This is an optimization exercise on Yosys and OpenROAD, whose aim is small area, a short achievable clock period and few clock cycles, not a production implementation.
Only simulation tests tie the RTL to the original design; equivalence was not proved.
Power is estimated from default activity; no workload was simulated.

==> inputs of job 2458 <==
==> flow/design.v <==
module mulDiv(clk, rst_n, valid, ready, mode, in_A, in_B, out);
    input         clk, rst_n;
    input         valid, mode;  
    output        ready;
    input  [31:0] in_A, in_B;
    output [63:0] out;
    function [4:0] lzc32;
        input [31:0] x;
        reg   [15:0] v1;           
        reg   [15:0] p1;           
        reg   [7:0]  v2;
        reg   [15:0] p2;           
        reg   [3:0]  v3;
        reg   [11:0] p3;           
        reg   [1:0]  v4;
        reg   [7:0]  p4;           
        integer i;
        begin
            for (i = 0; i < 16; i = i + 1) begin
                v1[i] = x[2*i+1] | x[2*i];
                p1[i] = ~x[2*i+1];
            end
            for (i = 0; i < 8; i = i + 1) begin
                v2[i] = v1[2*i+1] | v1[2*i];
                p2[2*i+1]   = ~v1[2*i+1];
                p2[2*i]     = v1[2*i+1] ? p1[2*i+1] : p1[2*i];
            end
            for (i = 0; i < 4; i = i + 1) begin
                v3[i] = v2[2*i+1] | v2[2*i];
                p3[3*i+2]   = ~v2[2*i+1];
                p3[3*i+:2]  = v2[2*i+1] ? p2[2*(2*i+1)+:2] : p2[2*(2*i)+:2];
            end
            for (i = 0; i < 2; i = i + 1) begin
                v4[i] = v3[2*i+1] | v3[2*i];
                p4[4*i+3]   = ~v3[2*i+1];
                p4[4*i+:3]  = v3[2*i+1] ? p3[3*(2*i+1)+:3] : p3[3*(2*i)+:3];
            end
            lzc32[4]   = ~v4[1];
            lzc32[3:0] = v4[1] ? p4[7:4] : p4[3:0];
        end
    endfunction
    function [31:0] below_msb;
        input [31:0] x;
        integer i;
        begin
            below_msb[31] = x[31];
            for (i = 30; i >= 0; i = i - 1)
                below_msb[i] = below_msb[i+1] | x[i];
        end
    endfunction
    function [31:0] inc32;
        input [31:0] x;
        input        ci;
        input [1:0]  k;
        reg   [31:0] q;            
        reg   [31:0] pa;           
        reg   [31:0] cy;
        integer i, l;
        begin
            for (i = 0; i < 32; i = i + 1)
                q[i] = x[i] | (i < k);
            pa = q;
            for (l = 0; l < 5; l = l + 1)
                for (i = 0; i < 32; i = i + 1)
                    if ((i >> l) & 1) pa[i] = pa[i] & pa[((i >> l) << l) - 1];
            cy[0] = ci & (k == 2'd0);
            for (i = 1; i < 32; i = i + 1)
                cy[i] = ci & (i >= k) & pa[i-1];
            inc32 = x ^ cy;
        end
    endfunction
    reg         s_norm, s_iter, s_fin, s_fix, rdy;
    reg         md;
    reg  [4:0]  r1;        
    reg  [4:0]  lza, lzb;
    reg         zb;
    reg         a_short;   
    reg         en, inv;   
    reg  [31:0] X, Y, Z;
    reg         e;         
    reg  [1:0]  kp;        
    assign ready = rdy;
    assign out   = {X, Y};
    wire [31:0] ma_in  = below_msb(in_A);
    wire [31:0] mb_in  = below_msb(in_B);
    wire        a_lt_b = |(in_B & ~ma_in);    
    wire        a_gt_b = |(in_A & ~mb_in);    
    wire        triv   = mode ? a_lt_b : ~ma_in[0];
    wire [4:0]  lzm     = a_short ? lza : lzb;
    wire [31:0] nop     = a_short ? Z : X;        
    wire [31:0] mop     = a_short ? X : Z;        
    wire [4:0]  dsh     = lzb - lza;
    wire [31:0] sh_in   = md ? Z : mop;
    wire [4:0]  sh_amt  = md ? dsh : lzm;
    wire [31:0] sh_out  = sh_in << sh_amt;
    wire        one     = (lzm == 5'd31);         
    reg  [1:0]  zc;        
    reg  [1:0]  k;         
    reg         last;      
    wire [4:0]  r1n  = s_norm ? (md ? dsh : (one ? 5'd0 : 5'd30 - lzm))
                              : r1 - 5'd1 - {3'd0, zc};
    reg         xn31, xn30;
    always @(*) begin
        if (s_norm) begin
            xn31 = sh_out[29];
            xn30 = sh_out[28];
        end else
            case (k)
                2'd1:    begin xn31 = X[30]; xn30 = X[29]; end
                2'd2:    begin xn31 = X[29]; xn30 = X[28]; end
                default: begin xn31 = X[28]; xn30 = X[27]; end
            endcase
    end
    wire        z1n   = ~md & (r1n != 5'd0) & ~xn31;
    wire        z2n   = z1n & (r1n != 5'd1) & ~xn30;
    wire [1:0]  zcn   = {z2n, z1n & ~z2n};
    wire        lastn = (r1n == {3'd0, zcn});
    wire [1:0]  kn    = md ? 2'd1 : (lastn ? zcn : zcn + 2'd1);
    wire [31:0] b    = (Z & {32{en}}) ^ {32{inv}};
    wire [33:0] t    = {1'b0, Y, 1'b1} + {1'b0, b, inv};
    wire [31:0] s    = t[32:1];
    wire        c    = t[33];
    wire        sgn  = e ^ inv ^ c;               
    wire [31:0] inc  = inc32(X, e & ~md, kp);
    wire n_norm = valid & ~triv;
    wire n_iter = (s_norm & ~(md & zb)) | (s_iter & ~last);
    wire n_fin  = (s_norm & md & zb) | (s_iter & last & md);
    wire n_fix  = s_iter & last & ~md & c;
    wire n_rdy  = (valid & triv) | s_fin | s_fix | (s_iter & last & ~md & ~c);
    always @(posedge clk or negedge rst_n) begin
        if (!rst_n) begin
            s_norm <= 1'b0;
            s_iter <= 1'b0;
            s_fin  <= 1'b0;
            s_fix  <= 1'b0;
            rdy    <= 1'b0;
        end else begin
            s_norm <= n_norm;
            s_iter <= n_iter;
            s_fin  <= n_fin;
            s_fix  <= n_fix;
            rdy    <= n_rdy;
        end
    end
    always @(posedge clk) begin
        lza     <= lzc32(in_A);
        lzb     <= lzc32(in_B);
        zb      <= ~mb_in[0];
        a_short <= ~a_gt_b;
        if (valid) md <= mode;
        r1   <= r1n;
        zc   <= zcn;
        k    <= kn;
        last <= lastn;
        if (md) begin
            en  <= n_iter | (n_fin & sgn);
            inv <= n_iter & ~(s_iter & sgn);
        end else begin
            if (s_norm)
                en <= one ? sh_out[31] : sh_out[30];
            else
                case (k)
                    2'd1:    en <= X[31] & ~last;
                    2'd2:    en <= X[30] & ~last;
                    default: en <= X[29] & ~last;
                endcase
            inv <= 1'b0;
        end
        if (s_norm)      e <= 1'b0;
        else if (md)     e <= sgn;
        else             e <= c;
        kp <= s_norm ? 2'd0 : k;
        if (valid)
            X <= in_A;
        else if (s_norm)
            X <= md ? {32{zb}} : {sh_out[29:0], 1'b0, nop[31] & ~one};
        else if (s_fin)
            X <= s;
        else if (s_fix)
            X <= inc;
        else
            case (k)
                2'd0: X <= inc;
                2'd1: X <= {inc[30:0], md ? ~sgn : s[31]};
                2'd2: X <= {inc[29:0], s[31:30]};
                2'd3: X <= {inc[28:0], s[31:29]};
            endcase
        if (valid)
            Y <= 32'd0;
        else if (s_norm)
            Y <= md ? X : {nop[30:0] & {31{~one}}, 1'b0};
        else if (s_fin)
            Y <= X;
        else if (md | s_fix)
            Y <= s;
        else
            case (k)
                2'd0: Y <= s;
                2'd1: Y <= {s[30:0], 1'b0};
                2'd2: Y <= {s[29:0], 2'b0};
                2'd3: Y <= {s[28:0], 3'b0};
            endcase
        if (valid)
            Z <= in_B;
        else if (s_norm) begin
            if (md)            Z <= sh_out;
            else if (!a_short) Z <= X;
        end else if (s_iter & md & ~last)
            Z <= {1'b0, Z[31:1]};
    end
endmodule
==> flow/flow/run.sh <==
#!/bin/bash
# Own layout flow: the standard ORFS flow (standard.sh, unchanged synthesis
# and steps), except that the input and output ports are buffered with the
# smallest buffer cell (sky130_fd_sc_hd__buf_1) instead of the cell
# buffer_ports picks by default.  Every step's full output goes to a log file
# of its own in this folder (make.log) and in orfs/logs/.
set -euo pipefail
export BUFFER_PORTS_ARGS="-buffer_cell sky130_fd_sc_hd__buf_1"
bash standard.sh > make.log 2>&1
==> flow/standard.sh <==
#!/bin/bash
# synth_recipe.tcl (not shown) runs the flow's synth.tcl, then flattens the netlist and writes it again
# the make line also repeats each setting of config.mk as NAME=value (left out here)
make -C /OpenROAD-flow-scripts/flow DESIGN_CONFIG=/design/flow/config.mk WORK_HOME=/design/flow/orfs CLKGATE_MAP_FILE= SYNTH_SCRIPT=/design/flow/synth_recipe.tcl "${@:-finish}"
==> flow/config.mk <==
export PLATFORM = sky130hd
export DESIGN_NAME = mulDiv
export DESIGN_NICKNAME = mulDiv
export VERILOG_FILES = /design/flow/design.v
export SDC_FILE = /design/flow/constraint.sdc
export NUM_CORES = 8
export LEC_CHECK = 0
export CAP_MARGIN = 20
export CORE_MARGIN = 2
export CORE_UTILIZATION = 60
export PLACE_DENSITY = 0.75
export SETUP_SLACK_MARGIN = 1.7
export SLEW_MARGIN = 20
==> flow/constraint.sdc <==
create_clock -name core_clock -period 5.0 [get_ports {clk}]
set_input_delay 1.0000 -clock core_clock [delete_from_list [all_inputs] [get_ports {clk}]]
set_output_delay 1.0000 -clock core_clock [all_outputs]
set_load 0.01 [all_outputs]
==> inputs of job 8273, as changes to job 2458 <==
==> flow/flow/run.sh (replaced) <==
#!/bin/bash
# Own layout flow: the standard ORFS flow (standard.sh: unchanged
# synthesis, floorplan, placement, CTS, routing and finishing steps) with two
# changes:
#  - the input and output ports are buffered with sky130_fd_sc_hd__buf_1
#    instead of the cell buffer_ports picks by default;
#  - the setup-slack margin that timing repair aims for is 1.7 ns up to and
#    including CTS, and 1.4 ns for the repair after global routing, so that
#    the post-route repair only fixes what global-route parasitics break
#    instead of upsizing many paths for a few ps.
# Each make run's full output goes to its own log file in this folder
# (make_cts.log, make_finish.log); ORFS keeps each step's log in orfs/logs/.
set -euo pipefail
export BUFFER_PORTS_ARGS="-buffer_cell sky130_fd_sc_hd__buf_1"
SETUP_SLACK_MARGIN=1.7 bash standard.sh cts > make_cts.log 2>&1
SETUP_SLACK_MARGIN=1.4 bash standard.sh > make_finish.log 2>&1
--- a/flow/config.mk
+++ b/flow/config.mk
@@ -9,5 +9,4 @@
 export CORE_MARGIN = 2
-export CORE_UTILIZATION = 60
-export PLACE_DENSITY = 0.75
-export SETUP_SLACK_MARGIN = 1.7
+export CORE_UTILIZATION = 50
+export PLACE_DENSITY = 0.7
 export SLEW_MARGIN = 20
==> inputs of job 5376, as changes to job 2458 <==
==> flow/run.sh (new file) <==
#!/bin/bash
# synth_recipe.tcl (not shown) runs the flow's synth.tcl, then flattens the netlist and writes it again
# the make line also repeats each setting of config.mk as NAME=value (left out here)
make -C /OpenROAD-flow-scripts/flow DESIGN_CONFIG=/design/flow/config.mk WORK_HOME=/design/flow/orfs CLKGATE_MAP_FILE= SYNTH_SCRIPT=/design/flow/synth_recipe.tcl finish
--- a/flow/config.mk
+++ b/flow/config.mk
@@ -7,6 +7,7 @@
 export LEC_CHECK = 0
+export ABC_AREA = 1
 export CAP_MARGIN = 20
 export CORE_MARGIN = 2
-export CORE_UTILIZATION = 60
-export PLACE_DENSITY = 0.75
+export CORE_UTILIZATION = 50
+export PLACE_DENSITY = 0.7
 export SETUP_SLACK_MARGIN = 1.7
removed: flow/flow/run.sh
removed: flow/standard.sh
==> results.txt <==
First-iteration DRC count, lowest first: job 8273, job 2458, job 5376.
Routed wire length, highest first: job 5376, job 2458, job 8273.
Critical path depth, highest first: job 5376, job 8273, job 2458.
Against job 5376, the synthesized cell count of job 2458 is smaller by about 34%.
In job 2458 the clock skew is higher than in job 8273, by 0.0053 ns.
Between job 5376 and job 2458, the lower setup slack is in job 2458 (gap 0.26 ns).
==> figures <==
quantity	job 5376	job 2458	job 8273
Setup bufs post-CTS	6	50	53
Wire length of the first global-routing pass	115.4 mm	89.13 mm	92.40 mm
Weighted congestion at the end of routability-driven global placement	1.114	1.030	1.003
Levels on crit path	16	14	15
Reg power frac	15.5%	15.8%	16.8%
Nets@finish	3022	2130	2095
Most frequent standard cell in the layout excluding fill and tap cells	sky130_fd_sc_hd__nand2_1	sky130_fd_sc_hd__a21oi_1	sky130_fd_sc_hd__a21oi_1
Starting Density	50.75%	60.60%	50.90%
Number of global-route vias before repair	19860	15060	15230
Area share of fa/ha/maj cells after synthesis	3.619%	4.088%	4.088%
Critical path destination	X[26]$_DFF_P_	X[1]$_DFF_P_	Z[26]$_DFFE_PP_
Status	complete, no violations	complete, no violations	complete, no violations
Total power	0.01250 W	0.01247 W	0.01155 W
Pin count of the biggest net entering global routing	69	65	57
Testbench counts of job 2458, summed over its fixed seeds: cycles 13,418.
Testbench counts of job 8273, summed over its fixed seeds: cycles 13,418.
Testbench counts of job 5376, summed over its fixed seeds: cycles 13,418.

## afterwards: timing with drivers on the ports
The flow's constraints put no driver on any port. The routed layouts listed below were extracted and timed again, unchanged, in two steps.
Step 1 (the two cells are an assumption about what drives the block):
set clk [get_ports {clk}]
set_driving_cell -lib_cell sky130_fd_sc_hd__clkbuf_16 $clk
set_driving_cell -lib_cell sky130_fd_sc_hd__buf_2 [delete_from_list [all_inputs] $clk]
Step 2 also shifts input and output timing later by t, the mid clock arrival at the registers, as if the neighbouring blocks saw the same clock.
Slacks: ideal / step 1 / step 2; pairs: ideal / step 1.
| run | t (ns) | slack for setup (ns) | worst setup path at the end | worst data-port slew with drivers (ns) |
|---|---|---|---|---|
| job 2458 | 0.494 | 1.448 / 1.448 / 1.308 | input to register | 0.04 |
| job 8273 | 0.488 | 1.530 / 1.530 / 1.317 | input to register | 0.04 |
| job 5376 | 0.498 | 1.706 / 1.706 / 1.294 | input to register | 0.07 |
After both steps every run listed still meets setup and hold. The setup slack of job 5376, which loses most, moves by 0.000 ns with the drivers and by -0.412 ns with both steps.
